From an optimization exercise on the open Yosys and OpenROAD flow, aimed at small area; shortcuts taken in it are not production practice. At most, simulation tests tie the RTL to the original design; equivalence was not proved. Function not checked in run 1: the RTL went through the layout flow alone.

## flow/design.v (module list and top-level ports; edited modules follow where they fit)
// module cordic_pipeline: 1417 lines
// module cordic_fa: 4 lines
module cordic_pipeline(
    input  wire         clk,
    input  wire         rst,
    input  wire         valid_in,
    input  wire  signed [15:0] x_in,
    input  wire  signed [15:0] y_in,
    output reg   signed [15:0] magnitude,
    output reg          valid
);
  // ...
==> flow/flow/run.sh <==
#!/bin/bash
set -euo pipefail
CTS="-sink_clustering_enable -repair_clock_nets -dont_use_dummy_load"
CTS="$CTS -buf_list sky130_fd_sc_hd__clkbuf_8 -sink_clustering_size 20 -sink_clustering_max_diameter 60"
bash standard.sh "CTS_ARGS=$CTS" "BUFFER_PORTS_ARGS=-buffer_cell sky130_fd_sc_hd__buf_1" RECOVER_POWER=100 finish > flow_make.log 2>&1
==> flow/standard.sh <==
#!/bin/bash
# synth_recipe.tcl (not shown) runs the flow's synth.tcl, then flattens the netlist and writes it again
# the make line also repeats each setting of config.mk as NAME=value (left out here)
make -C /OpenROAD-flow-scripts/flow DESIGN_CONFIG=/design/flow/config.mk WORK_HOME=/design/flow/orfs CLKGATE_MAP_FILE= SYNTH_SCRIPT=/design/flow/synth_recipe.tcl "${@:-finish}"
==> flow/config.mk <==
export PLATFORM = sky130hd
export DESIGN_NAME = cordic_pipeline
export DESIGN_NICKNAME = cordic_pipeline
export VERILOG_FILES = /design/flow/design.v
export SDC_FILE = /design/flow/constraint.sdc
export NUM_CORES = 4
export LEC_CHECK = 0
export ABC_AREA = 1
export CAP_MARGIN = 20
export CORE_MARGIN = 2
export CORE_UTILIZATION = 60
export CTS_BUF_LIST = sky130_fd_sc_hd__clkbuf_8
export CTS_CLUSTER_DIAMETER = 60
export CTS_CLUSTER_SIZE = 20
export PLACE_DENSITY = 0.7
export SLEW_MARGIN = 20
export SYNTH_HIERARCHICAL = 1
export SYNTH_MINIMUM_KEEP_SIZE = 0
==> flow/constraint.sdc <==
create_clock -name core_clock -period 5.0 [get_ports {clk}]
set_input_delay 1.0000 -clock core_clock [delete_from_list [all_inputs] [get_ports {clk}]]
set_output_delay 1.0000 -clock core_clock [all_outputs]
set_load 0.01 [all_outputs]
==> summary.md, run 1 <==
| Metric | Value |
|---|---|
| Run status | complete, no violations |
| Buf/Inv on CP | 1 |
| Startpoint Class | flop |
| TritonRoute pass-1 iters | 4 |
| DRT met1 WL | 14000 um |
| Setup Viol. Count Final | 0 |
| Adder-cell area share of the yosys netlist | 30.32% |
| Ports | 52 |
| CP Capture Type | flop |
| Max stage delay cell, worst path | fa_1 |
| Flop2flop setup slack | 0.15 ns |
| Final Worst Setup Slack | 0.1475 ns |
| H-tree depth | 2 |
| Setup Crit Path Kind | reg -> reg |
| Vias per cell | 4.835 |
| Most frequent cell after synthesis | dfxtp_1 |
| Worst Setup SP | rx0[1] |
| Row cnt | 69 |
| Pre-CTS setup slack | -0.07940 ns |
| Detailed-route via count | 12450 |
| FF+latch count | 429 |
| Routed WL | 34550 um |
| Multi-input combinational area share | 51.83% |
==> run 2, diff against run 1 <==
--- a/flow/design.v
+++ b/flow/design.v
@@ -188,5 +188,5 @@
     wire [15:0] ad4g = ad4a & ad4b, ad4p = ad4a ^ ad4b;
     wire [16:0] ad4c;
-    wire [9:0] ad4fs;
+    wire [8:0] ad4fs;
     assign ad4c[0] = 1'b0;
     assign ad4fs[0] = ad4a[0] ^ ad4b[0];
@@ -200,32 +200,35 @@
     cordic_fa ad4_fa7 (.a(ad4a[7]), .b(ad4b[7]), .c(ad4c[7]), .s(ad4fs[7]), .co(ad4c[8]));
     cordic_fa ad4_fa8 (.a(ad4a[8]), .b(ad4b[8]), .c(ad4c[8]), .s(ad4fs[8]), .co(ad4c[9]));
-    cordic_fa ad4_fa9 (.a(ad4a[9]), .b(ad4b[9]), .c(ad4c[9]), .s(ad4fs[9]), .co(ad4c[10]));
-    wire ad4G1 = ad4g[11] | (ad4p[11] & ad4g[10]);
-    wire ad4P1 = ad4p[11] & ad4p[10];
-    wire ad4G2 = ad4g[13] | (ad4p[13] & ad4g[12]);
-    wire ad4P2 = ad4p[13] & ad4p[12];
-    wire ad4G3 = ad4g[15] | (ad4p[15] & ad4g[14]);
-    wire ad4P3 = ad4p[15] & ad4p[14];
+    wire ad4G1 = ad4g[10] | (ad4p[10] & ad4g[9]);
+    wire ad4P1 = ad4p[10] & ad4p[9];
+    wire ad4G2 = ad4g[12] | (ad4p[12] & ad4g[11]);
+    wire ad4P2 = ad4p[12] & ad4p[11];
+    wire ad4G3 = ad4g[14] | (ad4p[14] & ad4g[13]);
+    wire ad4P3 = ad4p[14] & ad4p[13];
     wire ad4G4 = ad4G2 | (ad4P2 & ad4G1);
     wire ad4P4 = ad4P2 & ad4P1;
     wire ad4G5 = ad4G3 | (ad4P3 & ad4G4);
     wire ad4P5 = ad4P3 & ad4P4;
-    wire ad4G6 = ad4g[12] | (ad4p[12] & ad4G1);
-    wire ad4P6 = ad4p[12] & ad4P1;
-    wire ad4G7 = ad4g[14] | (ad4p[14] & ad4G4);
-    wire ad4P7 = ad4p[14] & ad4P4;
-    wire ad4G8 = ad4g[10] | (ad4p[10] & ad4c[10]);
-    assign ad4c[11] = ad4G8;
-    wire ad4G9 = ad4G1 | (ad4P1 & ad4c[10]);
-    assign ad4c[12] = ad4G9;
-    wire ad4G10 = ad4G6 | (ad4P6 & ad4c[10]);
-    assign ad4c[13] = ad4G10;
-    wire ad4G11 = ad4G4 | (ad4P4 & ad4c[10]);
-    assign ad4c[14] = ad4G11;
-    wire ad4G12 = ad4G7 | (ad4P7 & ad4c[10]);
-    assign ad4c[15] = ad4G12;
-    wire ad4G13 = ad4G5 | (ad4P5 & ad4c[10]);
-    assign ad4c[16] = ad4G13;
-    wire [15:0] ad4 = {ad4p[15:10] ^ ad4c[15:10], ad4fs};
+    wire ad4G6 = ad4g[11] | (ad4p[11] & ad4G1);
+    wire ad4P6 = ad4p[11] & ad4P1;
+    wire ad4G7 = ad4g[13] | (ad4p[13] & ad4G4);
+    wire ad4P7 = ad4p[13] & ad4P4;
+    wire ad4G8 = ad4g[15] | (ad4p[15] & ad4G5);
+    wire ad4P8 = ad4p[15] & ad4P5;
+    wire ad4G9 = ad4g[9] | (ad4p[9] & ad4c[9]);
+    assign ad4c[10] = ad4G9;
+    wire ad4G10 = ad4G1 | (ad4P1 & ad4c[9]);
+    assign ad4c[11] = ad4G10;
+    wire ad4G11 = ad4G6 | (ad4P6 & ad4c[9]);
+    assign ad4c[12] = ad4G11;
+    wire ad4G12 = ad4G4 | (ad4P4 & ad4c[9]);
+    assign ad4c[13] = ad4G12;
+    wire ad4G13 = ad4G7 | (ad4P7 & ad4c[9]);
+    assign ad4c[14] = ad4G13;
+    wire ad4G14 = ad4G5 | (ad4P5 & ad4c[9]);
+    assign ad4c[15] = ad4G14;
+    wire ad4G15 = ad4G8 | (ad4P8 & ad4c[9]);
+    assign ad4c[16] = ad4G15;
+    wire [15:0] ad4 = {ad4p[15:9] ^ ad4c[15:9], ad4fs};
     wire [15:0] w2 = ad4;
     wire [15:0] un2 = {1'b1, w2[14:0] ^ {15{~w2[15]}}};
@@ -286,5 +289,5 @@
     wire [15:0] ad6g = ad6a & ad6b, ad6p = ad6a ^ ad6b;
     wire [16:0] ad6c;
-    wire [9:0] ad6fs;
+    wire [8:0] ad6fs;
     assign ad6c[0] = 1'b0;
     assign ad6fs[0] = ad6a[0] ^ ad6b[0];
@@ -298,32 +301,35 @@
     cordic_fa ad6_fa7 (.a(ad6a[7]), .b(ad6b[7]), .c(ad6c[7]), .s(ad6fs[7]), .co(ad6c[8]));
     cordic_fa ad6_fa8 (.a(ad6a[8]), .b(ad6b[8]), .c(ad6c[8]), .s(ad6fs[8]), .co(ad6c[9]));
-    cordic_fa ad6_fa9 (.a(ad6a[9]), .b(ad6b[9]), .c(ad6c[9]), .s(ad6fs[9]), .co(ad6c[10]));
-    wire ad6G1 = ad6g[11] | (ad6p[11] & ad6g[10]);
-    wire ad6P1 = ad6p[11] & ad6p[10];
-    wire ad6G2 = ad6g[13] | (ad6p[13] & ad6g[12]);
-    wire ad6P2 = ad6p[13] & ad6p[12];
-    wire ad6G3 = ad6g[15] | (ad6p[15] & ad6g[14]);
-    wire ad6P3 = ad6p[15] & ad6p[14];
+    wire ad6G1 = ad6g[10] | (ad6p[10] & ad6g[9]);
+    wire ad6P1 = ad6p[10] & ad6p[9];
+    wire ad6G2 = ad6g[12] | (ad6p[12] & ad6g[11]);
+    wire ad6P2 = ad6p[12] & ad6p[11];
+    wire ad6G3 = ad6g[14] | (ad6p[14] & ad6g[13]);
+    wire ad6P3 = ad6p[14] & ad6p[13];
     wire ad6G4 = ad6G2 | (ad6P2 & ad6G1);
     wire ad6P4 = ad6P2 & ad6P1;
     wire ad6G5 = ad6G3 | (ad6P3 & ad6G4);
     wire ad6P5 = ad6P3 & ad6P4;
-    wire ad6G6 = ad6g[12] | (ad6p[12] & ad6G1);
-    wire ad6P6 = ad6p[12] & ad6P1;
-    wire ad6G7 = ad6g[14] | (ad6p[14] & ad6G4);
-    wire ad6P7 = ad6p[14] & ad6P4;
-    wire ad6G8 = ad6g[10] | (ad6p[10] & ad6c[10]);
-    assign ad6c[11] = ad6G8;
-    wire ad6G9 = ad6G1 | (ad6P1 & ad6c[10]);
-    assign ad6c[12] = ad6G9;
-    wire ad6G10 = ad6G6 | (ad6P6 & ad6c[10]);
-    assign ad6c[13] = ad6G10;
-    wire ad6G11 = ad6G4 | (ad6P4 & ad6c[10]);
-    assign ad6c[14] = ad6G11;
-    wire ad6G12 = ad6G7 | (ad6P7 & ad6c[10]);
-    assign ad6c[15] = ad6G12;
-    wire ad6G13 = ad6G5 | (ad6P5 & ad6c[10]);
-    assign ad6c[16] = ad6G13;
-    wire [15:0] ad6 = {ad6p[15:10] ^ ad6c[15:10], ad6fs};
+    wire ad6G6 = ad6g[11] | (ad6p[11] & ad6G1);
+    wire ad6P6 = ad6p[11] & ad6P1;
+    wire ad6G7 = ad6g[13] | (ad6p[13] & ad6G4);
+    wire ad6P7 = ad6p[13] & ad6P4;
+    wire ad6G8 = ad6g[15] | (ad6p[15] & ad6G5);
+    wire ad6P8 = ad6p[15] & ad6P5;
+    wire ad6G9 = ad6g[9] | (ad6p[9] & ad6c[9]);
+    assign ad6c[10] = ad6G9;
+    wire ad6G10 = ad6G1 | (ad6P1 & ad6c[9]);
+    assign ad6c[11] = ad6G10;
+    wire ad6G11 = ad6G6 | (ad6P6 & ad6c[9]);
+    assign ad6c[12] = ad6G11;
+    wire ad6G12 = ad6G4 | (ad6P4 & ad6c[9]);
+    assign ad6c[13] = ad6G12;
+    wire ad6G13 = ad6G7 | (ad6P7 & ad6c[9]);
+    assign ad6c[14] = ad6G13;
+    wire ad6G14 = ad6G5 | (ad6P5 & ad6c[9]);
+    assign ad6c[15] = ad6G14;
+    wire ad6G15 = ad6G8 | (ad6P8 & ad6c[9]);
+    assign ad6c[16] = ad6G15;
+    wire [15:0] ad6 = {ad6p[15:9] ^ ad6c[15:9], ad6fs};
     wire [15:0] w3 = ad6;
     wire [15:0] un3 = {1'b1, w3[14:0] ^ {15{~w3[15]}}};
@@ -384,5 +390,5 @@
     wire [15:0] ad8g = ad8a & ad8b, ad8p = ad8a ^ ad8b;
     wire [16:0] ad8c;
-    wire [9:0] ad8fs;
+    wire [8:0] ad8fs;
     assign ad8c[0] = 1'b0;
     assign ad8fs[0] = ad8a[0] ^ ad8b[0];
@@ -396,32 +402,35 @@
     cordic_fa ad8_fa7 (.a(ad8a[7]), .b(ad8b[7]), .c(ad8c[7]), .s(ad8fs[7]), .co(ad8c[8]));
     cordic_fa ad8_fa8 (.a(ad8a[8]), .b(ad8b[8]), .c(ad8c[8]), .s(ad8fs[8]), .co(ad8c[9]));
-    cordic_fa ad8_fa9 (.a(ad8a[9]), .b(ad8b[9]), .c(ad8c[9]), .s(ad8fs[9]), .co(ad8c[10]));
-    wire ad8G1 = ad8g[11] | (ad8p[11] & ad8g[10]);
-    wire ad8P1 = ad8p[11] & ad8p[10];
-    wire ad8G2 = ad8g[13] | (ad8p[13] & ad8g[12]);
-    wire ad8P2 = ad8p[13] & ad8p[12];
-    wire ad8G3 = ad8g[15] | (ad8p[15] & ad8g[14]);
-    wire ad8P3 = ad8p[15] & ad8p[14];
+    wire ad8G1 = ad8g[10] | (ad8p[10] & ad8g[9]);
+    wire ad8P1 = ad8p[10] & ad8p[9];
+    wire ad8G2 = ad8g[12] | (ad8p[12] & ad8g[11]);
+    wire ad8P2 = ad8p[12] & ad8p[11];
+    wire ad8G3 = ad8g[14] | (ad8p[14] & ad8g[13]);
+    wire ad8P3 = ad8p[14] & ad8p[13];
     wire ad8G4 = ad8G2 | (ad8P2 & ad8G1);
     wire ad8P4 = ad8P2 & ad8P1;
     wire ad8G5 = ad8G3 | (ad8P3 & ad8G4);
     wire ad8P5 = ad8P3 & ad8P4;
-    wire ad8G6 = ad8g[12] | (ad8p[12] & ad8G1);
-    wire ad8P6 = ad8p[12] & ad8P1;
-    wire ad8G7 = ad8g[14] | (ad8p[14] & ad8G4);
-    wire ad8P7 = ad8p[14] & ad8P4;
-    wire ad8G8 = ad8g[10] | (ad8p[10] & ad8c[10]);
-    assign ad8c[11] = ad8G8;
-    wire ad8G9 = ad8G1 | (ad8P1 & ad8c[10]);
-    assign ad8c[12] = ad8G9;
-    wire ad8G10 = ad8G6 | (ad8P6 & ad8c[10]);
-    assign ad8c[13] = ad8G10;
-    wire ad8G11 = ad8G4 | (ad8P4 & ad8c[10]);
-    assign ad8c[14] = ad8G11;
-    wire ad8G12 = ad8G7 | (ad8P7 & ad8c[10]);
-    assign ad8c[15] = ad8G12;
-    wire ad8G13 = ad8G5 | (ad8P5 & ad8c[10]);
-    assign ad8c[16] = ad8G13;
-    wire [15:0] ad8 = {ad8p[15:10] ^ ad8c[15:10], ad8fs};
+    wire ad8G6 = ad8g[11] | (ad8p[11] & ad8G1);
+    wire ad8P6 = ad8p[11] & ad8P1;
+    wire ad8G7 = ad8g[13] | (ad8p[13] & ad8G4);
+    wire ad8P7 = ad8p[13] & ad8P4;
+    wire ad8G8 = ad8g[15] | (ad8p[15] & ad8G5);
+    wire ad8P8 = ad8p[15] & ad8P5;
+    wire ad8G9 = ad8g[9] | (ad8p[9] & ad8c[9]);
+    assign ad8c[10] = ad8G9;
+    wire ad8G10 = ad8G1 | (ad8P1 & ad8c[9]);
+    assign ad8c[11] = ad8G10;
+    wire ad8G11 = ad8G6 | (ad8P6 & ad8c[9]);
+    assign ad8c[12] = ad8G11;
+    wire ad8G12 = ad8G4 | (ad8P4 & ad8c[9]);
+    assign ad8c[13] = ad8G12;
+    wire ad8G13 = ad8G7 | (ad8P7 & ad8c[9]);
+    assign ad8c[14] = ad8G13;
+    wire ad8G14 = ad8G5 | (ad8P5 & ad8c[9]);
+    assign ad8c[15] = ad8G14;
+    wire ad8G15 = ad8G8 | (ad8P8 & ad8c[9]);
+    assign ad8c[16] = ad8G15;
+    wire [15:0] ad8 = {ad8p[15:9] ^ ad8c[15:9], ad8fs};
     wire [15:0] w4 = ad8;
     wire [15:0] un4 = {1'b1, w4[14:0] ^ {15{~w4[15]}}};
@@ -482,5 +491,5 @@
     wire [15:0] ad10g = ad10a & ad10b, ad10p = ad10a ^ ad10b;
     wire [16:0] ad10c;
-    wire [9:0] ad10fs;
+    wire [8:0] ad10fs;
     assign ad10c[0] = 1'b0;
     assign ad10fs[0] = ad10a[0] ^ ad10b[0];
@@ -494,32 +503,35 @@
     cordic_fa ad10_fa7 (.a(ad10a[7]), .b(ad10b[7]), .c(ad10c[7]), .s(ad10fs[7]), .co(ad10c[8]));
     cordic_fa ad10_fa8 (.a(ad10a[8]), .b(ad10b[8]), .c(ad10c[8]), .s(ad10fs[8]), .co(ad10c[9]));
-    cordic_fa ad10_fa9 (.a(ad10a[9]), .b(ad10b[9]), .c(ad10c[9]), .s(ad10fs[9]), .co(ad10c[10]));
-    wire ad10G1 = ad10g[11] | (ad10p[11] & ad10g[10]);
-    wire ad10P1 = ad10p[11] & ad10p[10];
-    wire ad10G2 = ad10g[13] | (ad10p[13] & ad10g[12]);
-    wire ad10P2 = ad10p[13] & ad10p[12];
-    wire ad10G3 = ad10g[15] | (ad10p[15] & ad10g[14]);
-    wire ad10P3 = ad10p[15] & ad10p[14];
+    wire ad10G1 = ad10g[10] | (ad10p[10] & ad10g[9]);
+    wire ad10P1 = ad10p[10] & ad10p[9];
+    wire ad10G2 = ad10g[12] | (ad10p[12] & ad10g[11]);
+    wire ad10P2 = ad10p[12] & ad10p[11];
+    wire ad10G3 = ad10g[14] | (ad10p[14] & ad10g[13]);
+    wire ad10P3 = ad10p[14] & ad10p[13];
     wire ad10G4 = ad10G2 | (ad10P2 & ad10G1);
     wire ad10P4 = ad10P2 & ad10P1;
     wire ad10G5 = ad10G3 | (ad10P3 & ad10G4);
     wire ad10P5 = ad10P3 & ad10P4;
-    wire ad10G6 = ad10g[12] | (ad10p[12] & ad10G1);
-    wire ad10P6 = ad10p[12] & ad10P1;
-    wire ad10G7 = ad10g[14] | (ad10p[14] & ad10G4);
-    wire ad10P7 = ad10p[14] & ad10P4;
-    wire ad10G8 = ad10g[10] | (ad10p[10] & ad10c[10]);
-    assign ad10c[11] = ad10G8;
-    wire ad10G9 = ad10G1 | (ad10P1 & ad10c[10]);
-    assign ad10c[12] = ad10G9;
-    wire ad10G10 = ad10G6 | (ad10P6 & ad10c[10]);
-    assign ad10c[13] = ad10G10;
-    wire ad10G11 = ad10G4 | (ad10P4 & ad10c[10]);
-    assign ad10c[14] = ad10G11;
-    wire ad10G12 = ad10G7 | (ad10P7 & ad10c[10]);
-    assign ad10c[15] = ad10G12;
-    wire ad10G13 = ad10G5 | (ad10P5 & ad10c[10]);
-    assign ad10c[16] = ad10G13;
-    wire [15:0] ad10 = {ad10p[15:10] ^ ad10c[15:10], ad10fs};
+    wire ad10G6 = ad10g[11] | (ad10p[11] & ad10G1);
+    wire ad10P6 = ad10p[11] & ad10P1;
+    wire ad10G7 = ad10g[13] | (ad10p[13] & ad10G4);
+    wire ad10P7 = ad10p[13] & ad10P4;
+    wire ad10G8 = ad10g[15] | (ad10p[15] & ad10G5);
+    wire ad10P8 = ad10p[15] & ad10P5;
+    wire ad10G9 = ad10g[9] | (ad10p[9] & ad10c[9]);
+    assign ad10c[10] = ad10G9;
+    wire ad10G10 = ad10G1 | (ad10P1 & ad10c[9]);
+    assign ad10c[11] = ad10G10;
+    wire ad10G11 = ad10G6 | (ad10P6 & ad10c[9]);
+    assign ad10c[12] = ad10G11;
+    wire ad10G12 = ad10G4 | (ad10P4 & ad10c[9]);
+    assign ad10c[13] = ad10G12;
+    wire ad10G13 = ad10G7 | (ad10P7 & ad10c[9]);
+    assign ad10c[14] = ad10G13;
+    wire ad10G14 = ad10G5 | (ad10P5 & ad10c[9]);
+    assign ad10c[15] = ad10G14;
+    wire ad10G15 = ad10G8 | (ad10P8 & ad10c[9]);
+    assign ad10c[16] = ad10G15;
+    wire [15:0] ad10 = {ad10p[15:9] ^ ad10c[15:9], ad10fs};
     wire [15:0] w5 = ad10;
     wire [15:0] un5 = {1'b1, w5[14:0] ^ {15{~w5[15]}}};
@@ -580,5 +592,5 @@
     wire [15:0] ad12g = ad12a & ad12b, ad12p = ad12a ^ ad12b;
     wire [16:0] ad12c;
-    wire [9:0] ad12fs;
+    wire [8:0] ad12fs;
     assign ad12c[0] = 1'b0;
     assign ad12fs[0] = ad12a[0] ^ ad12b[0];
@@ -592,32 +604,35 @@
     cordic_fa ad12_fa7 (.a(ad12a[7]), .b(ad12b[7]), .c(ad12c[7]), .s(ad12fs[7]), .co(ad12c[8]));
     cordic_fa ad12_fa8 (.a(ad12a[8]), .b(ad12b[8]), .c(ad12c[8]), .s(ad12fs[8]), .co(ad12c[9]));
-    cordic_fa ad12_fa9 (.a(ad12a[9]), .b(ad12b[9]), .c(ad12c[9]), .s(ad12fs[9]), .co(ad12c[10]));
-    wire ad12G1 = ad12g[11] | (ad12p[11] & ad12g[10]);
-    wire ad12P1 = ad12p[11] & ad12p[10];
-    wire ad12G2 = ad12g[13] | (ad12p[13] & ad12g[12]);
-    wire ad12P2 = ad12p[13] & ad12p[12];
-    wire ad12G3 = ad12g[15] | (ad12p[15] & ad12g[14]);
-    wire ad12P3 = ad12p[15] & ad12p[14];
+    wire ad12G1 = ad12g[10] | (ad12p[10] & ad12g[9]);
+    wire ad12P1 = ad12p[10] & ad12p[9];
+    wire ad12G2 = ad12g[12] | (ad12p[12] & ad12g[11]);
+    wire ad12P2 = ad12p[12] & ad12p[11];
+    wire ad12G3 = ad12g[14] | (ad12p[14] & ad12g[13]);
+    wire ad12P3 = ad12p[14] & ad12p[13];
     wire ad12G4 = ad12G2 | (ad12P2 & ad12G1);
     wire ad12P4 = ad12P2 & ad12P1;
     wire ad12G5 = ad12G3 | (ad12P3 & ad12G4);
     wire ad12P5 = ad12P3 & ad12P4;
-    wire ad12G6 = ad12g[12] | (ad12p[12] & ad12G1);
-    wire ad12P6 = ad12p[12] & ad12P1;
-    wire ad12G7 = ad12g[14] | (ad12p[14] & ad12G4);
-    wire ad12P7 = ad12p[14] & ad12P4;
-    wire ad12G8 = ad12g[10] | (ad12p[10] & ad12c[10]);
-    assign ad12c[11] = ad12G8;
-    wire ad12G9 = ad12G1 | (ad12P1 & ad12c[10]);
-    assign ad12c[12] = ad12G9;
-    wire ad12G10 = ad12G6 | (ad12P6 & ad12c[10]);
-    assign ad12c[13] = ad12G10;
-    wire ad12G11 = ad12G4 | (ad12P4 & ad12c[10]);
-    assign ad12c[14] = ad12G11;
-    wire ad12G12 = ad12G7 | (ad12P7 & ad12c[10]);
-    assign ad12c[15] = ad12G12;
-    wire ad12G13 = ad12G5 | (ad12P5 & ad12c[10]);
-    assign ad12c[16] = ad12G13;
-    wire [15:0] ad12 = {ad12p[15:10] ^ ad12c[15:10], ad12fs};
+    wire ad12G6 = ad12g[11] | (ad12p[11] & ad12G1);
+    wire ad12P6 = ad12p[11] & ad12P1;
+    wire ad12G7 = ad12g[13] | (ad12p[13] & ad12G4);
+    wire ad12P7 = ad12p[13] & ad12P4;
+    wire ad12G8 = ad12g[15] | (ad12p[15] & ad12G5);
+    wire ad12P8 = ad12p[15] & ad12P5;
+    wire ad12G9 = ad12g[9] | (ad12p[9] & ad12c[9]);
+    assign ad12c[10] = ad12G9;
+    wire ad12G10 = ad12G1 | (ad12P1 & ad12c[9]);
+    assign ad12c[11] = ad12G10;
+    wire ad12G11 = ad12G6 | (ad12P6 & ad12c[9]);
+    assign ad12c[12] = ad12G11;
+    wire ad12G12 = ad12G4 | (ad12P4 & ad12c[9]);
+    assign ad12c[13] = ad12G12;
+    wire ad12G13 = ad12G7 | (ad12P7 & ad12c[9]);
+    assign ad12c[14] = ad12G13;
+    wire ad12G14 = ad12G5 | (ad12P5 & ad12c[9]);
+    assign ad12c[15] = ad12G14;
+    wire ad12G15 = ad12G8 | (ad12P8 & ad12c[9]);
+    assign ad12c[16] = ad12G15;
+    wire [15:0] ad12 = {ad12p[15:9] ^ ad12c[15:9], ad12fs};
     wire [15:0] w6 = ad12;
     wire [15:0] un6 = {1'b1, w6[14:0] ^ {15{~w6[15]}}};
@@ -678,5 +693,5 @@
     wire [15:0] ad14g = ad14a & ad14b, ad14p = ad14a ^ ad14b;
     wire [16:0] ad14c;
-    wire [9:0] ad14fs;
+    wire [8:0] ad14fs;
     assign ad14c[0] = 1'b0;
     assign ad14fs[0] = ad14a[0] ^ ad14b[0];
@@ -690,32 +705,35 @@
     cordic_fa ad14_fa7 (.a(ad14a[7]), .b(ad14b[7]), .c(ad14c[7]), .s(ad14fs[7]), .co(ad14c[8]));
     cordic_fa ad14_fa8 (.a(ad14a[8]), .b(ad14b[8]), .c(ad14c[8]), .s(ad14fs[8]), .co(ad14c[9]));
-    cordic_fa ad14_fa9 (.a(ad14a[9]), .b(ad14b[9]), .c(ad14c[9]), .s(ad14fs[9]), .co(ad14c[10]));
-    wire ad14G1 = ad14g[11] | (ad14p[11] & ad14g[10]);
-    wire ad14P1 = ad14p[11] & ad14p[10];
-    wire ad14G2 = ad14g[13] | (ad14p[13] & ad14g[12]);
-    wire ad14P2 = ad14p[13] & ad14p[12];
-    wire ad14G3 = ad14g[15] | (ad14p[15] & ad14g[14]);
-    wire ad14P3 = ad14p[15] & ad14p[14];
+    wire ad14G1 = ad14g[10] | (ad14p[10] & ad14g[9]);
+    wire ad14P1 = ad14p[10] & ad14p[9];
+    wire ad14G2 = ad14g[12] | (ad14p[12] & ad14g[11]);
+    wire ad14P2 = ad14p[12] & ad14p[11];
+    wire ad14G3 = ad14g[14] | (ad14p[14] & ad14g[13]);
+    wire ad14P3 = ad14p[14] & ad14p[13];
     wire ad14G4 = ad14G2 | (ad14P2 & ad14G1);
     wire ad14P4 = ad14P2 & ad14P1;
     wire ad14G5 = ad14G3 | (ad14P3 & ad14G4);
     wire ad14P5 = ad14P3 & ad14P4;
-    wire ad14G6 = ad14g[12] | (ad14p[12] & ad14G1);
-    wire ad14P6 = ad14p[12] & ad14P1;
-    wire ad14G7 = ad14g[14] | (ad14p[14] & ad14G4);
-    wire ad14P7 = ad14p[14] & ad14P4;
-    wire ad14G8 = ad14g[10] | (ad14p[10] & ad14c[10]);
-    assign ad14c[11] = ad14G8;
-    wire ad14G9 = ad14G1 | (ad14P1 & ad14c[10]);
-    assign ad14c[12] = ad14G9;
-    wire ad14G10 = ad14G6 | (ad14P6 & ad14c[10]);
-    assign ad14c[13] = ad14G10;
-    wire ad14G11 = ad14G4 | (ad14P4 & ad14c[10]);
-    assign ad14c[14] = ad14G11;
-    wire ad14G12 = ad14G7 | (ad14P7 & ad14c[10]);
-    assign ad14c[15] = ad14G12;
-    wire ad14G13 = ad14G5 | (ad14P5 & ad14c[10]);
-    assign ad14c[16] = ad14G13;
-    wire [15:0] ad14 = {ad14p[15:10] ^ ad14c[15:10], ad14fs};
+    wire ad14G6 = ad14g[11] | (ad14p[11] & ad14G1);
+    wire ad14P6 = ad14p[11] & ad14P1;
+    wire ad14G7 = ad14g[13] | (ad14p[13] & ad14G4);
+    wire ad14P7 = ad14p[13] & ad14P4;
+    wire ad14G8 = ad14g[15] | (ad14p[15] & ad14G5);
+    wire ad14P8 = ad14p[15] & ad14P5;
+    wire ad14G9 = ad14g[9] | (ad14p[9] & ad14c[9]);
+    assign ad14c[10] = ad14G9;
+    wire ad14G10 = ad14G1 | (ad14P1 & ad14c[9]);
+    assign ad14c[11] = ad14G10;
+    wire ad14G11 = ad14G6 | (ad14P6 & ad14c[9]);
+    assign ad14c[12] = ad14G11;
+    wire ad14G12 = ad14G4 | (ad14P4 & ad14c[9]);
+    assign ad14c[13] = ad14G12;
+    wire ad14G13 = ad14G7 | (ad14P7 & ad14c[9]);
+    assign ad14c[14] = ad14G13;
+    wire ad14G14 = ad14G5 | (ad14P5 & ad14c[9]);
+    assign ad14c[15] = ad14G14;
+    wire ad14G15 = ad14G8 | (ad14P8 & ad14c[9]);
+    assign ad14c[16] = ad14G15;
+    wire [15:0] ad14 = {ad14p[15:9] ^ ad14c[15:9], ad14fs};
     wire [15:0] w7 = ad14;
     wire [15:0] un7 = {1'b1, w7[14:0] ^ {15{~w7[15]}}};
@@ -777,5 +795,5 @@
     wire [15:0] ad16g = ad16a & ad16b, ad16p = ad16a ^ ad16b;
     wire [16:0] ad16c;
-    wire [9:0] ad16fs;
+    wire [8:0] ad16fs;
     assign ad16c[0] = 1'b0;
     assign ad16fs[0] = ad16a[0] ^ ad16b[0];
@@ -789,32 +807,35 @@
     cordic_fa ad16_fa7 (.a(ad16a[7]), .b(ad16b[7]), .c(ad16c[7]), .s(ad16fs[7]), .co(ad16c[8]));
     cordic_fa ad16_fa8 (.a(ad16a[8]), .b(ad16b[8]), .c(ad16c[8]), .s(ad16fs[8]), .co(ad16c[9]));
-    cordic_fa ad16_fa9 (.a(ad16a[9]), .b(ad16b[9]), .c(ad16c[9]), .s(ad16fs[9]), .co(ad16c[10]));
-    wire ad16G1 = ad16g[11] | (ad16p[11] & ad16g[10]);
-    wire ad16P1 = ad16p[11] & ad16p[10];
-    wire ad16G2 = ad16g[13] | (ad16p[13] & ad16g[12]);
-    wire ad16P2 = ad16p[13] & ad16p[12];
-    wire ad16G3 = ad16g[15] | (ad16p[15] & ad16g[14]);
-    wire ad16P3 = ad16p[15] & ad16p[14];
+    wire ad16G1 = ad16g[10] | (ad16p[10] & ad16g[9]);
+    wire ad16P1 = ad16p[10] & ad16p[9];
+    wire ad16G2 = ad16g[12] | (ad16p[12] & ad16g[11]);
+    wire ad16P2 = ad16p[12] & ad16p[11];
+    wire ad16G3 = ad16g[14] | (ad16p[14] & ad16g[13]);
+    wire ad16P3 = ad16p[14] & ad16p[13];
     wire ad16G4 = ad16G2 | (ad16P2 & ad16G1);
     wire ad16P4 = ad16P2 & ad16P1;
     wire ad16G5 = ad16G3 | (ad16P3 & ad16G4);
     wire ad16P5 = ad16P3 & ad16P4;
-    wire ad16G6 = ad16g[12] | (ad16p[12] & ad16G1);
-    wire ad16P6 = ad16p[12] & ad16P1;
-    wire ad16G7 = ad16g[14] | (ad16p[14] & ad16G4);
-    wire ad16P7 = ad16p[14] & ad16P4;
-    wire ad16G8 = ad16g[10] | (ad16p[10] & ad16c[10]);
-    assign ad16c[11] = ad16G8;
-    wire ad16G9 = ad16G1 | (ad16P1 & ad16c[10]);
-    assign ad16c[12] = ad16G9;
-    wire ad16G10 = ad16G6 | (ad16P6 & ad16c[10]);
-    assign ad16c[13] = ad16G10;
-    wire ad16G11 = ad16G4 | (ad16P4 & ad16c[10]);
-    assign ad16c[14] = ad16G11;
-    wire ad16G12 = ad16G7 | (ad16P7 & ad16c[10]);
-    assign ad16c[15] = ad16G12;
-    wire ad16G13 = ad16G5 | (ad16P5 & ad16c[10]);
-    assign ad16c[16] = ad16G13;
-    wire [15:0] ad16 = {ad16p[15:10] ^ ad16c[15:10], ad16fs};
+    wire ad16G6 = ad16g[11] | (ad16p[11] & ad16G1);
+    wire ad16P6 = ad16p[11] & ad16P1;
+    wire ad16G7 = ad16g[13] | (ad16p[13] & ad16G4);
+    wire ad16P7 = ad16p[13] & ad16P4;
+    wire ad16G8 = ad16g[15] | (ad16p[15] & ad16G5);
+    wire ad16P8 = ad16p[15] & ad16P5;
+    wire ad16G9 = ad16g[9] | (ad16p[9] & ad16c[9]);
+    assign ad16c[10] = ad16G9;
+    wire ad16G10 = ad16G1 | (ad16P1 & ad16c[9]);
+    assign ad16c[11] = ad16G10;
+    wire ad16G11 = ad16G6 | (ad16P6 & ad16c[9]);
+    assign ad16c[12] = ad16G11;
+    wire ad16G12 = ad16G4 | (ad16P4 & ad16c[9]);
+    assign ad16c[13] = ad16G12;
+    wire ad16G13 = ad16G7 | (ad16P7 & ad16c[9]);
+    assign ad16c[14] = ad16G13;
+    wire ad16G14 = ad16G5 | (ad16P5 & ad16c[9]);
+    assign ad16c[15] = ad16G14;
+    wire ad16G15 = ad16G8 | (ad16P8 & ad16c[9]);
+    assign ad16c[16] = ad16G15;
+    wire [15:0] ad16 = {ad16p[15:9] ^ ad16c[15:9], ad16fs};
     wire [15:0] w8 = ad16;
     wire [15:0] un8 = {1'b1, w8[14:0] ^ {15{~w8[15]}}};
@@ -877,5 +898,5 @@
     wire [15:0] ad18g = ad18a & ad18b, ad18p = ad18a ^ ad18b;
     wire [16:0] ad18c;
-    wire [9:0] ad18fs;
+    wire [8:0] ad18fs;
     assign ad18c[0] = 1'b0;
     assign ad18fs[0] = ad18a[0] ^ ad18b[0];
@@ -889,32 +910,35 @@
     cordic_fa ad18_fa7 (.a(ad18a[7]), .b(ad18b[7]), .c(ad18c[7]), .s(ad18fs[7]), .co(ad18c[8]));
     cordic_fa ad18_fa8 (.a(ad18a[8]), .b(ad18b[8]), .c(ad18c[8]), .s(ad18fs[8]), .co(ad18c[9]));
-    cordic_fa ad18_fa9 (.a(ad18a[9]), .b(ad18b[9]), .c(ad18c[9]), .s(ad18fs[9]), .co(ad18c[10]));
-    wire ad18G1 = ad18g[11] | (ad18p[11] & ad18g[10]);
-    wire ad18P1 = ad18p[11] & ad18p[10];
-    wire ad18G2 = ad18g[13] | (ad18p[13] & ad18g[12]);
-    wire ad18P2 = ad18p[13] & ad18p[12];
-    wire ad18G3 = ad18g[15] | (ad18p[15] & ad18g[14]);
-    wire ad18P3 = ad18p[15] & ad18p[14];
+    wire ad18G1 = ad18g[10] | (ad18p[10] & ad18g[9]);
+    wire ad18P1 = ad18p[10] & ad18p[9];
+    wire ad18G2 = ad18g[12] | (ad18p[12] & ad18g[11]);
+    wire ad18P2 = ad18p[12] & ad18p[11];
+    wire ad18G3 = ad18g[14] | (ad18p[14] & ad18g[13]);
+    wire ad18P3 = ad18p[14] & ad18p[13];
     wire ad18G4 = ad18G2 | (ad18P2 & ad18G1);
     wire ad18P4 = ad18P2 & ad18P1;
     wire ad18G5 = ad18G3 | (ad18P3 & ad18G4);
     wire ad18P5 = ad18P3 & ad18P4;
-    wire ad18G6 = ad18g[12] | (ad18p[12] & ad18G1);
-    wire ad18P6 = ad18p[12] & ad18P1;
-    wire ad18G7 = ad18g[14] | (ad18p[14] & ad18G4);
-    wire ad18P7 = ad18p[14] & ad18P4;
-    wire ad18G8 = ad18g[10] | (ad18p[10] & ad18c[10]);
-    assign ad18c[11] = ad18G8;
-    wire ad18G9 = ad18G1 | (ad18P1 & ad18c[10]);
-    assign ad18c[12] = ad18G9;
-    wire ad18G10 = ad18G6 | (ad18P6 & ad18c[10]);
-    assign ad18c[13] = ad18G10;
-    wire ad18G11 = ad18G4 | (ad18P4 & ad18c[10]);
-    assign ad18c[14] = ad18G11;
-    wire ad18G12 = ad18G7 | (ad18P7 & ad18c[10]);
-    assign ad18c[15] = ad18G12;
-    wire ad18G13 = ad18G5 | (ad18P5 & ad18c[10]);
-    assign ad18c[16] = ad18G13;
-    wire [15:0] ad18 = {ad18p[15:10] ^ ad18c[15:10], ad18fs};
+    wire ad18G6 = ad18g[11] | (ad18p[11] & ad18G1);
+    wire ad18P6 = ad18p[11] & ad18P1;
+    wire ad18G7 = ad18g[13] | (ad18p[13] & ad18G4);
+    wire ad18P7 = ad18p[13] & ad18P4;
+    wire ad18G8 = ad18g[15] | (ad18p[15] & ad18G5);
+    wire ad18P8 = ad18p[15] & ad18P5;
+    wire ad18G9 = ad18g[9] | (ad18p[9] & ad18c[9]);
+    assign ad18c[10] = ad18G9;
+    wire ad18G10 = ad18G1 | (ad18P1 & ad18c[9]);
+    assign ad18c[11] = ad18G10;
+    wire ad18G11 = ad18G6 | (ad18P6 & ad18c[9]);
+    assign ad18c[12] = ad18G11;
+    wire ad18G12 = ad18G4 | (ad18P4 & ad18c[9]);
+    assign ad18c[13] = ad18G12;
+    wire ad18G13 = ad18G7 | (ad18P7 & ad18c[9]);
+    assign ad18c[14] = ad18G13;
+    wire ad18G14 = ad18G5 | (ad18P5 & ad18c[9]);
+    assign ad18c[15] = ad18G14;
+    wire ad18G15 = ad18G8 | (ad18P8 & ad18c[9]);
+    assign ad18c[16] = ad18G15;
+    wire [15:0] ad18 = {ad18p[15:9] ^ ad18c[15:9], ad18fs};
     wire [15:0] w9 = ad18;
     wire [15:0] un9 = {1'b1, w9[14:0] ^ {15{~w9[15]}}};
@@ -978,5 +1002,5 @@
     wire [15:0] ad20g = ad20a & ad20b, ad20p = ad20a ^ ad20b;
     wire [16:0] ad20c;
-    wire [9:0] ad20fs;
+    wire [8:0] ad20fs;
     assign ad20c[0] = 1'b0;
     assign ad20fs[0] = ad20a[0] ^ ad20b[0];
@@ -990,32 +1014,35 @@
     cordic_fa ad20_fa7 (.a(ad20a[7]), .b(ad20b[7]), .c(ad20c[7]), .s(ad20fs[7]), .co(ad20c[8]));
     cordic_fa ad20_fa8 (.a(ad20a[8]), .b(ad20b[8]), .c(ad20c[8]), .s(ad20fs[8]), .co(ad20c[9]));
-    cordic_fa ad20_fa9 (.a(ad20a[9]), .b(ad20b[9]), .c(ad20c[9]), .s(ad20fs[9]), .co(ad20c[10]));
-    wire ad20G1 = ad20g[11] | (ad20p[11] & ad20g[10]);
-    wire ad20P1 = ad20p[11] & ad20p[10];
-    wire ad20G2 = ad20g[13] | (ad20p[13] & ad20g[12]);
-    wire ad20P2 = ad20p[13] & ad20p[12];
-    wire ad20G3 = ad20g[15] | (ad20p[15] & ad20g[14]);
-    wire ad20P3 = ad20p[15] & ad20p[14];
+    wire ad20G1 = ad20g[10] | (ad20p[10] & ad20g[9]);
+    wire ad20P1 = ad20p[10] & ad20p[9];
+    wire ad20G2 = ad20g[12] | (ad20p[12] & ad20g[11]);
+    wire ad20P2 = ad20p[12] & ad20p[11];
+    wire ad20G3 = ad20g[14] | (ad20p[14] & ad20g[13]);
+    wire ad20P3 = ad20p[14] & ad20p[13];
     wire ad20G4 = ad20G2 | (ad20P2 & ad20G1);
     wire ad20P4 = ad20P2 & ad20P1;
     wire ad20G5 = ad20G3 | (ad20P3 & ad20G4);
     wire ad20P5 = ad20P3 & ad20P4;
-    wire ad20G6 = ad20g[12] | (ad20p[12] & ad20G1);
-    wire ad20P6 = ad20p[12] & ad20P1;
-    wire ad20G7 = ad20g[14] | (ad20p[14] & ad20G4);
-    wire ad20P7 = ad20p[14] & ad20P4;
-    wire ad20G8 = ad20g[10] | (ad20p[10] & ad20c[10]);
-    assign ad20c[11] = ad20G8;
-    wire ad20G9 = ad20G1 | (ad20P1 & ad20c[10]);
-    assign ad20c[12] = ad20G9;
-    wire ad20G10 = ad20G6 | (ad20P6 & ad20c[10]);
-    assign ad20c[13] = ad20G10;
-    wire ad20G11 = ad20G4 | (ad20P4 & ad20c[10]);
-    assign ad20c[14] = ad20G11;
-    wire ad20G12 = ad20G7 | (ad20P7 & ad20c[10]);
-    assign ad20c[15] = ad20G12;
-    wire ad20G13 = ad20G5 | (ad20P5 & ad20c[10]);
-    assign ad20c[16] = ad20G13;
-    wire [15:0] ad20 = {ad20p[15:10] ^ ad20c[15:10], ad20fs};
+    wire ad20G6 = ad20g[11] | (ad20p[11] & ad20G1);
+    wire ad20P6 = ad20p[11] & ad20P1;
+    wire ad20G7 = ad20g[13] | (ad20p[13] & ad20G4);
+    wire ad20P7 = ad20p[13] & ad20P4;
+    wire ad20G8 = ad20g[15] | (ad20p[15] & ad20G5);
+    wire ad20P8 = ad20p[15] & ad20P5;
+    wire ad20G9 = ad20g[9] | (ad20p[9] & ad20c[9]);
+    assign ad20c[10] = ad20G9;
+    wire ad20G10 = ad20G1 | (ad20P1 & ad20c[9]);
+    assign ad20c[11] = ad20G10;
+    wire ad20G11 = ad20G6 | (ad20P6 & ad20c[9]);
+    assign ad20c[12] = ad20G11;
+    wire ad20G12 = ad20G4 | (ad20P4 & ad20c[9]);
+    assign ad20c[13] = ad20G12;
+    wire ad20G13 = ad20G7 | (ad20P7 & ad20c[9]);
+    assign ad20c[14] = ad20G13;
+    wire ad20G14 = ad20G5 | (ad20P5 & ad20c[9]);
+    assign ad20c[15] = ad20G14;
+    wire ad20G15 = ad20G8 | (ad20P8 & ad20c[9]);
+    assign ad20c[16] = ad20G15;
+    wire [15:0] ad20 = {ad20p[15:9] ^ ad20c[15:9], ad20fs};
     wire [15:0] w10 = ad20;
     wire [15:0] un10 = {1'b1, w10[14:0] ^ {15{~w10[15]}}};
@@ -1080,5 +1107,5 @@
     wire [15:0] ad22g = ad22a & ad22b, ad22p = ad22a ^ ad22b;
     wire [16:0] ad22c;
-    wire [9:0] ad22fs;
+    wire [8:0] ad22fs;
     assign ad22c[0] = 1'b0;
     assign ad22fs[0] = ad22a[0] ^ ad22b[0];
@@ -1092,32 +1119,35 @@
     cordic_fa ad22_fa7 (.a(ad22a[7]), .b(ad22b[7]), .c(ad22c[7]), .s(ad22fs[7]), .co(ad22c[8]));
     cordic_fa ad22_fa8 (.a(ad22a[8]), .b(ad22b[8]), .c(ad22c[8]), .s(ad22fs[8]), .co(ad22c[9]));
-    cordic_fa ad22_fa9 (.a(ad22a[9]), .b(ad22b[9]), .c(ad22c[9]), .s(ad22fs[9]), .co(ad22c[10]));
-    wire ad22G1 = ad22g[11] | (ad22p[11] & ad22g[10]);
-    wire ad22P1 = ad22p[11] & ad22p[10];
-    wire ad22G2 = ad22g[13] | (ad22p[13] & ad22g[12]);
-    wire ad22P2 = ad22p[13] & ad22p[12];
-    wire ad22G3 = ad22g[15] | (ad22p[15] & ad22g[14]);
-    wire ad22P3 = ad22p[15] & ad22p[14];
+    wire ad22G1 = ad22g[10] | (ad22p[10] & ad22g[9]);
+    wire ad22P1 = ad22p[10] & ad22p[9];
+    wire ad22G2 = ad22g[12] | (ad22p[12] & ad22g[11]);
+    wire ad22P2 = ad22p[12] & ad22p[11];
+    wire ad22G3 = ad22g[14] | (ad22p[14] & ad22g[13]);
+    wire ad22P3 = ad22p[14] & ad22p[13];
     wire ad22G4 = ad22G2 | (ad22P2 & ad22G1);
     wire ad22P4 = ad22P2 & ad22P1;
     wire ad22G5 = ad22G3 | (ad22P3 & ad22G4);
     wire ad22P5 = ad22P3 & ad22P4;
-    wire ad22G6 = ad22g[12] | (ad22p[12] & ad22G1);
-    wire ad22P6 = ad22p[12] & ad22P1;
-    wire ad22G7 = ad22g[14] | (ad22p[14] & ad22G4);
-    wire ad22P7 = ad22p[14] & ad22P4;
-    wire ad22G8 = ad22g[10] | (ad22p[10] & ad22c[10]);
-    assign ad22c[11] = ad22G8;
-    wire ad22G9 = ad22G1 | (ad22P1 & ad22c[10]);
-    assign ad22c[12] = ad22G9;
-    wire ad22G10 = ad22G6 | (ad22P6 & ad22c[10]);
-    assign ad22c[13] = ad22G10;
-    wire ad22G11 = ad22G4 | (ad22P4 & ad22c[10]);
-    assign ad22c[14] = ad22G11;
-    wire ad22G12 = ad22G7 | (ad22P7 & ad22c[10]);
-    assign ad22c[15] = ad22G12;
-    wire ad22G13 = ad22G5 | (ad22P5 & ad22c[10]);
-    assign ad22c[16] = ad22G13;
-    wire [15:0] ad22 = {ad22p[15:10] ^ ad22c[15:10], ad22fs};
+    wire ad22G6 = ad22g[11] | (ad22p[11] & ad22G1);
+    wire ad22P6 = ad22p[11] & ad22P1;
+    wire ad22G7 = ad22g[13] | (ad22p[13] & ad22G4);
+    wire ad22P7 = ad22p[13] & ad22P4;
+    wire ad22G8 = ad22g[15] | (ad22p[15] & ad22G5);
+    wire ad22P8 = ad22p[15] & ad22P5;
+    wire ad22G9 = ad22g[9] | (ad22p[9] & ad22c[9]);
+    assign ad22c[10] = ad22G9;
+    wire ad22G10 = ad22G1 | (ad22P1 & ad22c[9]);
+    assign ad22c[11] = ad22G10;
+    wire ad22G11 = ad22G6 | (ad22P6 & ad22c[9]);
+    assign ad22c[12] = ad22G11;
+    wire ad22G12 = ad22G4 | (ad22P4 & ad22c[9]);
+    assign ad22c[13] = ad22G12;
+    wire ad22G13 = ad22G7 | (ad22P7 & ad22c[9]);
+    assign ad22c[14] = ad22G13;
+    wire ad22G14 = ad22G5 | (ad22P5 & ad22c[9]);
+    assign ad22c[15] = ad22G14;
+    wire ad22G15 = ad22G8 | (ad22P8 & ad22c[9]);
+    assign ad22c[16] = ad22G15;
+    wire [15:0] ad22 = {ad22p[15:9] ^ ad22c[15:9], ad22fs};
     wire [15:0] w11 = ad22;
     wire [15:0] un11 = {1'b1, w11[14:0] ^ {15{~w11[15]}}};
@@ -1183,5 +1213,5 @@
     wire [15:0] ad24g = ad24a & ad24b, ad24p = ad24a ^ ad24b;
     wire [16:0] ad24c;
-    wire [9:0] ad24fs;
+    wire [8:0] ad24fs;
     assign ad24c[0] = 1'b0;
     assign ad24fs[0] = ad24a[0] ^ ad24b[0];
@@ -1195,32 +1225,35 @@
     cordic_fa ad24_fa7 (.a(ad24a[7]), .b(ad24b[7]), .c(ad24c[7]), .s(ad24fs[7]), .co(ad24c[8]));
     cordic_fa ad24_fa8 (.a(ad24a[8]), .b(ad24b[8]), .c(ad24c[8]), .s(ad24fs[8]), .co(ad24c[9]));
-    cordic_fa ad24_fa9 (.a(ad24a[9]), .b(ad24b[9]), .c(ad24c[9]), .s(ad24fs[9]), .co(ad24c[10]));
-    wire ad24G1 = ad24g[11] | (ad24p[11] & ad24g[10]);
-    wire ad24P1 = ad24p[11] & ad24p[10];
-    wire ad24G2 = ad24g[13] | (ad24p[13] & ad24g[12]);
-    wire ad24P2 = ad24p[13] & ad24p[12];
-    wire ad24G3 = ad24g[15] | (ad24p[15] & ad24g[14]);
-    wire ad24P3 = ad24p[15] & ad24p[14];
+    wire ad24G1 = ad24g[10] | (ad24p[10] & ad24g[9]);
+    wire ad24P1 = ad24p[10] & ad24p[9];
+    wire ad24G2 = ad24g[12] | (ad24p[12] & ad24g[11]);
+    wire ad24P2 = ad24p[12] & ad24p[11];
+    wire ad24G3 = ad24g[14] | (ad24p[14] & ad24g[13]);
+    wire ad24P3 = ad24p[14] & ad24p[13];
     wire ad24G4 = ad24G2 | (ad24P2 & ad24G1);
     wire ad24P4 = ad24P2 & ad24P1;
     wire ad24G5 = ad24G3 | (ad24P3 & ad24G4);
     wire ad24P5 = ad24P3 & ad24P4;
-    wire ad24G6 = ad24g[12] | (ad24p[12] & ad24G1);
-    wire ad24P6 = ad24p[12] & ad24P1;
-    wire ad24G7 = ad24g[14] | (ad24p[14] & ad24G4);
-    wire ad24P7 = ad24p[14] & ad24P4;
-    wire ad24G8 = ad24g[10] | (ad24p[10] & ad24c[10]);
-    assign ad24c[11] = ad24G8;
-    wire ad24G9 = ad24G1 | (ad24P1 & ad24c[10]);
-    assign ad24c[12] = ad24G9;
-    wire ad24G10 = ad24G6 | (ad24P6 & ad24c[10]);
-    assign ad24c[13] = ad24G10;
-    wire ad24G11 = ad24G4 | (ad24P4 & ad24c[10]);
-    assign ad24c[14] = ad24G11;
-    wire ad24G12 = ad24G7 | (ad24P7 & ad24c[10]);
-    assign ad24c[15] = ad24G12;
-    wire ad24G13 = ad24G5 | (ad24P5 & ad24c[10]);
-    assign ad24c[16] = ad24G13;
-    wire [15:0] ad24 = {ad24p[15:10] ^ ad24c[15:10], ad24fs};
+    wire ad24G6 = ad24g[11] | (ad24p[11] & ad24G1);
+    wire ad24P6 = ad24p[11] & ad24P1;
+    wire ad24G7 = ad24g[13] | (ad24p[13] & ad24G4);
+    wire ad24P7 = ad24p[13] & ad24P4;
+    wire ad24G8 = ad24g[15] | (ad24p[15] & ad24G5);
+    wire ad24P8 = ad24p[15] & ad24P5;
+    wire ad24G9 = ad24g[9] | (ad24p[9] & ad24c[9]);
+    assign ad24c[10] = ad24G9;
+    wire ad24G10 = ad24G1 | (ad24P1 & ad24c[9]);
+    assign ad24c[11] = ad24G10;
+    wire ad24G11 = ad24G6 | (ad24P6 & ad24c[9]);
+    assign ad24c[12] = ad24G11;
+    wire ad24G12 = ad24G4 | (ad24P4 & ad24c[9]);
+    assign ad24c[13] = ad24G12;
+    wire ad24G13 = ad24G7 | (ad24P7 & ad24c[9]);
+    assign ad24c[14] = ad24G13;
+    wire ad24G14 = ad24G5 | (ad24P5 & ad24c[9]);
+    assign ad24c[15] = ad24G14;
+    wire ad24G15 = ad24G8 | (ad24P8 & ad24c[9]);
+    assign ad24c[16] = ad24G15;
+    wire [15:0] ad24 = {ad24p[15:9] ^ ad24c[15:9], ad24fs};
     wire [15:0] w12 = ad24;
     wire [15:0] un12 = {1'b1, w12[14:0] ^ {15{~w12[15]}}};
@@ -1287,5 +1320,5 @@
     wire [15:0] ad26g = ad26a & ad26b, ad26p = ad26a ^ ad26b;
     wire [16:0] ad26c;
-    wire [9:0] ad26fs;
+    wire [8:0] ad26fs;
     assign ad26c[0] = 1'b0;
     assign ad26fs[0] = ad26a[0] ^ ad26b[0];
@@ -1299,32 +1332,35 @@
     cordic_fa ad26_fa7 (.a(ad26a[7]), .b(ad26b[7]), .c(ad26c[7]), .s(ad26fs[7]), .co(ad26c[8]));
     cordic_fa ad26_fa8 (.a(ad26a[8]), .b(ad26b[8]), .c(ad26c[8]), .s(ad26fs[8]), .co(ad26c[9]));
-    cordic_fa ad26_fa9 (.a(ad26a[9]), .b(ad26b[9]), .c(ad26c[9]), .s(ad26fs[9]), .co(ad26c[10]));
-    wire ad26G1 = ad26g[11] | (ad26p[11] & ad26g[10]);
-    wire ad26P1 = ad26p[11] & ad26p[10];
-    wire ad26G2 = ad26g[13] | (ad26p[13] & ad26g[12]);
-    wire ad26P2 = ad26p[13] & ad26p[12];
-    wire ad26G3 = ad26g[15] | (ad26p[15] & ad26g[14]);
-    wire ad26P3 = ad26p[15] & ad26p[14];
+    wire ad26G1 = ad26g[10] | (ad26p[10] & ad26g[9]);
+    wire ad26P1 = ad26p[10] & ad26p[9];
+    wire ad26G2 = ad26g[12] | (ad26p[12] & ad26g[11]);
+    wire ad26P2 = ad26p[12] & ad26p[11];
+    wire ad26G3 = ad26g[14] | (ad26p[14] & ad26g[13]);
+    wire ad26P3 = ad26p[14] & ad26p[13];
     wire ad26G4 = ad26G2 | (ad26P2 & ad26G1);
     wire ad26P4 = ad26P2 & ad26P1;
     wire ad26G5 = ad26G3 | (ad26P3 & ad26G4);
     wire ad26P5 = ad26P3 & ad26P4;
-    wire ad26G6 = ad26g[12] | (ad26p[12] & ad26G1);
-    wire ad26P6 = ad26p[12] & ad26P1;
-    wire ad26G7 = ad26g[14] | (ad26p[14] & ad26G4);
-    wire ad26P7 = ad26p[14] & ad26P4;
-    wire ad26G8 = ad26g[10] | (ad26p[10] & ad26c[10]);
-    assign ad26c[11] = ad26G8;
-    wire ad26G9 = ad26G1 | (ad26P1 & ad26c[10]);
-    assign ad26c[12] = ad26G9;
-    wire ad26G10 = ad26G6 | (ad26P6 & ad26c[10]);
-    assign ad26c[13] = ad26G10;
-    wire ad26G11 = ad26G4 | (ad26P4 & ad26c[10]);
-    assign ad26c[14] = ad26G11;
-    wire ad26G12 = ad26G7 | (ad26P7 & ad26c[10]);
-    assign ad26c[15] = ad26G12;
-    wire ad26G13 = ad26G5 | (ad26P5 & ad26c[10]);
-    assign ad26c[16] = ad26G13;
-    wire [15:0] ad26 = {ad26p[15:10] ^ ad26c[15:10], ad26fs};
+    wire ad26G6 = ad26g[11] | (ad26p[11] & ad26G1);
+    wire ad26P6 = ad26p[11] & ad26P1;
+    wire ad26G7 = ad26g[13] | (ad26p[13] & ad26G4);
+    wire ad26P7 = ad26p[13] & ad26P4;
+    wire ad26G8 = ad26g[15] | (ad26p[15] & ad26G5);
+    wire ad26P8 = ad26p[15] & ad26P5;
+    wire ad26G9 = ad26g[9] | (ad26p[9] & ad26c[9]);
+    assign ad26c[10] = ad26G9;
+    wire ad26G10 = ad26G1 | (ad26P1 & ad26c[9]);
+    assign ad26c[11] = ad26G10;
+    wire ad26G11 = ad26G6 | (ad26P6 & ad26c[9]);
+    assign ad26c[12] = ad26G11;
+    wire ad26G12 = ad26G4 | (ad26P4 & ad26c[9]);
+    assign ad26c[13] = ad26G12;
+    wire ad26G13 = ad26G7 | (ad26P7 & ad26c[9]);
+    assign ad26c[14] = ad26G13;
+    wire ad26G14 = ad26G5 | (ad26P5 & ad26c[9]);
+    assign ad26c[15] = ad26G14;
+    wire ad26G15 = ad26G8 | (ad26P8 & ad26c[9]);
+    assign ad26c[16] = ad26G15;
+    wire [15:0] ad26 = {ad26p[15:9] ^ ad26c[15:9], ad26fs};
     wire [15:0] w13 = ad26;
     wire [15:0] un13 = {1'b1, w13[14:0] ^ {15{~w13[15]}}};
--- a/flow/config.mk
+++ b/flow/config.mk
@@ -9,9 +9,9 @@
 export CAP_MARGIN = 20
 export CORE_MARGIN = 2
-export CORE_UTILIZATION = 60
+export CORE_UTILIZATION = 70
 export CTS_BUF_LIST = sky130_fd_sc_hd__clkbuf_8
 export CTS_CLUSTER_DIAMETER = 60
 export CTS_CLUSTER_SIZE = 20
-export PLACE_DENSITY = 0.7
+export PLACE_DENSITY = 0.8
 export SLEW_MARGIN = 20
 export SYNTH_HIERARCHICAL = 1
==> summary.md, run 2 <==
| Metric | Value |
|---|---|
| Final period util | 96.49% (was 97.05%) |
| Pin count of the biggest net entering global routing | 21 (unchanged) |
| First-pass GRT wire length | 63150 um (was 59950 um) |
| Layout Cells excl Fill | 2528 (was 2575) |
| Initial core utilization | 70.65% (was 61.04%) |
| #FFs+latches synth | 429 (unchanged) |
| CTS tree | built (unchanged) |
| Startpoint Class | flop (unchanged) |
| H-tree depth | 1 (was 2) |
| Final core occ | 74.12% (was 66.44%) |
| Setup crit end | rx3[15] (was ru1[13]) |
| Min Tclk post-route | 4.824 ns (was 4.853 ns) |
| Vias in the first global route | 14160 (was 13360) |
| Sequential element share of the synthesized area | 38.82% (was 39.56%) |
| Row cnt | 65 (was 69) |
| Most frequent cell after synthesis | dfxtp_1 (unchanged) |
| Run status | complete, no violations (unchanged) |
| Synth cell types | 35 (unchanged) |
| Max-slew headroom | 46.80% (was 48.43%) |
| FMAX | 207.3 MHz (was 206.1 MHz) |
| Clk pin slew, worst setup/hold paths | 0.11 ns (was 0.10 ns) |
| Cell taking the most area after synthesis | dfxtp_1 (unchanged) |
| Post-synth top area share | 38.82% (was 39.56%) |
| FILL cells | 2171 (was 2751) |
| Post-DRT Antenna Nets | 0 (unchanged) |
| RR Endpoint | rx3[15] (was ru1[13]) |
| TritonRoute pass-1 iters | 5 (was 4) |
| R2r startpoint | ru2[3] (was rx0[1]) |
| Share of cells above drive strength 1 | 4.657% (was 10.74%) |
| Arr. time, crit path | 5.32 ns (was 5.29 ns) |
| Crit Path Max Fanout | 3 (was 2) |
| Initial antenna violation count | 0 (unchanged) |
| Syn_area_per_cell | 10.76 um^2 (was 10.93 um^2) |
| Top_reg_cell synth | dfxtp_1 (unchanged) |
| Routed WL | 36560 um (was 34550 um) |
| Die area | 33040 um^2 (was 37730 um^2) |
| Final weighted congestion in routability-driven placement | 0.8792 (was 0.8245) |
| Synth Area in Simple Gates | 9.089% (was 9.295%) |
| Core Area | 31310 um^2 (was 35570 um^2) |
| Syn_nets | 2478 (was 2409) |
| CTS root buf | clkbuf_8 (unchanged) |
| CP Capture Type | flop (unchanged) |
| HP Class | reg -> reg (unchanged) |
| Async S/R FF share, synth | 0% (unchanged) |
| Most frequent cells in the layout | dfxtp_1 (422), xor2_1 (269), inv_1 (261), fa_1 (209), nand2_1 (202) (was dfxtp_1 (423), xor2_1 (272), inv_1 (244), nand2_1 (210), fa_1 (166)) |
| CTS Hold Bufs | 0 (unchanged) |
| Setup Viol. Count Final | 0 (unchanged) |
| Worst-Margin Slew | 0.7980 ns (was 0.7724 ns) |
| Ports | 52 (unchanged) |
| Post-synthesis xor/xnor area fraction | 13.94% (was 12.87%) |
| Worst Setup SP | ru2[3] (was rx0[1]) |
| Pre-CTS setup slack | -0.01981 ns (was -0.07940 ns) |
| Max Root-Sink Buffers | 3 (unchanged) |
| Largest family of logic cells by synthesized area | adder cells (unchanged) |
| Reg2reg path depth | 16 (was 17) |
| Post-Synthesis Cells | 2056 (was 1987) |
| Setup Crit Path Kind | reg -> reg (unchanged) |
| Die Height | 181.8 um (was 194.2 um) |
| Adder-cell area share of the yosys netlist | 29.36% (was 30.32%) |
| Post-synth EDFFs | 0 (unchanged) |
| CTS Sinks | 429 (unchanged) |
| Post-DP HPWL | 29640 um (was 28870 um) |
| Drt first-iter violations | 392 (was 314) |
| DIE WIDTH | 181.8 um (was 194.2 um) |
| Clk_skew | 0.06893 ns (was 0.06975 ns) |
| Detailed-route via count | 13010 (was 12450) |
| PortBufs | 51 (unchanged) |
| Dpl cells | 2491 (was 2536) |
| Post-synthesis mux area share | 0.05090% (was 0.05186%) |
| Compound-cell area share of the yosys netlist | 3.490% (was 3.020%) |
| Final slew viol count | 0 (unchanged) |
| Vias per cell | 5.146 (was 4.835) |
| Worst-skew pair later-pin latency | 0.60 ns (was 0.57 ns) |
| MaxCap Viol Count | 0 (unchanged) |
| Ant. Diodes | 0 (unchanged) |
| Final Worst Setup Slack | 0.1757 ns (was 0.1475 ns) |
| Hold Path Depth | 2 (unchanged) |
| Commonest non-fill, non-tap cell in the layout | dfxtp_1 (unchanged) |
| Ys Warns | 7 (unchanged) |
| Final Hold Vio Count | 0 (unchanged) |
| Flop2flop setup slack | 0.18 ns (was 0.15 ns) |
| Routed WL per cell | 14.46 um (was 13.42 um) |
| Synth cell count leaders | dfxtp_1 (429), xor2_1 (269), inv_1 (261) (was dfxtp_1 (429), xor2_1 (272), inv_1 (245)) |
| Mapped cell area | 22120 um^2 (was 21710 um^2) |
| Most area-consuming cells after synthesis | dfxtp_1 (39%), fa_1 (20%), xor2_1 (11%) (was dfxtp_1 (40%), fa_1 (21%), xor2_1 (11%)) |
| DR DRC count | 0 (unchanged) |
| Nets | 2550 (was 2538) |
| CTS Buf Count | 29 (was 34) |
| Area grow syn2layout | 4.910% (was 8.840%) |
| Total grt overflow | 0 (unchanged) |
| Hold Slack | 0.4073 ns (was 0.4015 ns) |
| Worst path required time | 5.50 ns (was 5.44 ns) |
| GRT Total Usage | 23.44% (was 19.32%) |
## run 2: changes by cell type in the layout (fill, tap and decap cells not counted), moves of 8 or more
| cell | previous run | this run |
|---|---|---|
| fa_2 | 66 | 11 |
| buf_4 | 50 | 5 |
| fa_1 | 166 | 209 |
| xnor2_1 | 46 | 82 |
| or2_2 | 25 | 1 |
| a21oi_1 | 77 | 98 |
| inv_1 | 244 | 261 |
| nand4_1 | 7 | 22 |
| buf_12 | 12 | 0 |
| ha_1 | 155 | 167 |
| and2_0 | 15 | 5 |
| nand3_1 | 58 | 68 |
| nand2_1 | 210 | 202 |
## run 2: worst min path at each step
stage	end	from
finish	vp[3]	vp[2]
global route	vp[7]	vp[6]
CTS	vp[3]	vp[2]
detailed placement	vp[3]	vp[2]
global placement	vp[4]	vp[3]
floorplan	vp[10]	vp[9]
## run 2: area by class of cell
type / instances / area, um^2 / area share, %
Multi-Input combinational cell: 1348 / 12480 / 53.78
Sequential cell: 429 / 8600 / 37.06
Inverter: 261 / 979.7 / 4.221
Tap cell: 402 / 503.0 / 2.167
Clock buffer: 29 / 399.1 / 1.720
Timing Repair Buffer: 59 / 245.2 / 1.057
## run 2: critical path: stages, from the launching register on
cell and delay (ns):
dfxtp_2 0.36, inv_1 0.06, fa_1 0.41, fa_1 0.39
fa_1 0.39, fa_1 0.39, fa_1 0.39, fa_1 0.41
fa_1 0.41, fa_1 0.39, fa_2 0.37, nand3_1 0.09
nand2_1 0.10, a21oi_2 0.18, nor2_1 0.09, and3_1 0.17
xor2_1 0.14
## run 2: cells by family (layout without fill, tap and decap cells)
kind of cell             Yosys count  in the layout
XOR/XNOR                         352            352
AO/OA/AOI/OAI                    147            147
multiplexers                       1              1
flip-flops                       429            429
adder cells (fa/ha/maj)          387            387
AND/OR/NAND/NOR                  457            461
buffers and inverters            283            349
## run 2: per-stage QoR
stage,cell area (um^2),setup TNS (ns)
2_1_floorplan,22120,0
3_3_place_gp,22680,0
3_5_place_dp,22680,-0.02625
4_1_cts,23090,0
5_1_grt,23210,-0.02012
6_report,23210,0
## run 2: modules after synthesis (local to each module, per instance)
| module | cells inside | flip-flops and latches | cell area [um^2] |
|---|---|---|---|
| cordic_fa | 1 | 0 | 20.02 |
| cordic_pipeline | 1873 | 429 | 18460 |
## run 2: what timing repair did
action / 4_1_cts / 5_1_grt
gates resized for setup: 3 / 34
endpoints found under the setup margin: 18 / 109
setup buffers: 0 / 4
pin swaps: 0 / 7
cloned: 0 / 4
## run 2: per-layer routing
metal / share of wire [%] / track usage (%)
met4: 2.8 / 6.699
met1: 38 / 24.94
met5: 0 / 0
met2: 57 / 48.14
met3: 2.1 / 2.387

==> static timing again, ports no longer ideal <==
No port has a modelled driver above. Below, the same layouts with a new extraction and two added sets of constraints. Step 1: set_driving_cell puts a clkbuf_16 on clk and a buf_2 on each other input, an assumption about the parent block. Step 2 times the ports against the registers' clock, not the clock port: input delays grow and output delays shrink by t, the midpoint of the rising clock arrivals with the driver on. a / b / c = no drivers / after step 1 / after step 2; a / b = the first two.
run | t (ns) | setup WS [ns] | worst slew at a driven data input, ns
run 1 | 0.581 | 0.147 / 0.147 / 0.083 | 0.04
run 2 | 0.621 | 0.176 / 0.176 / 0.124 | 0.03
After both steps setup and hold are still met in every run listed. The setup slack of run 1, which loses most, moves by 0.000 ns with the drivers and by -0.064 ns with both steps.
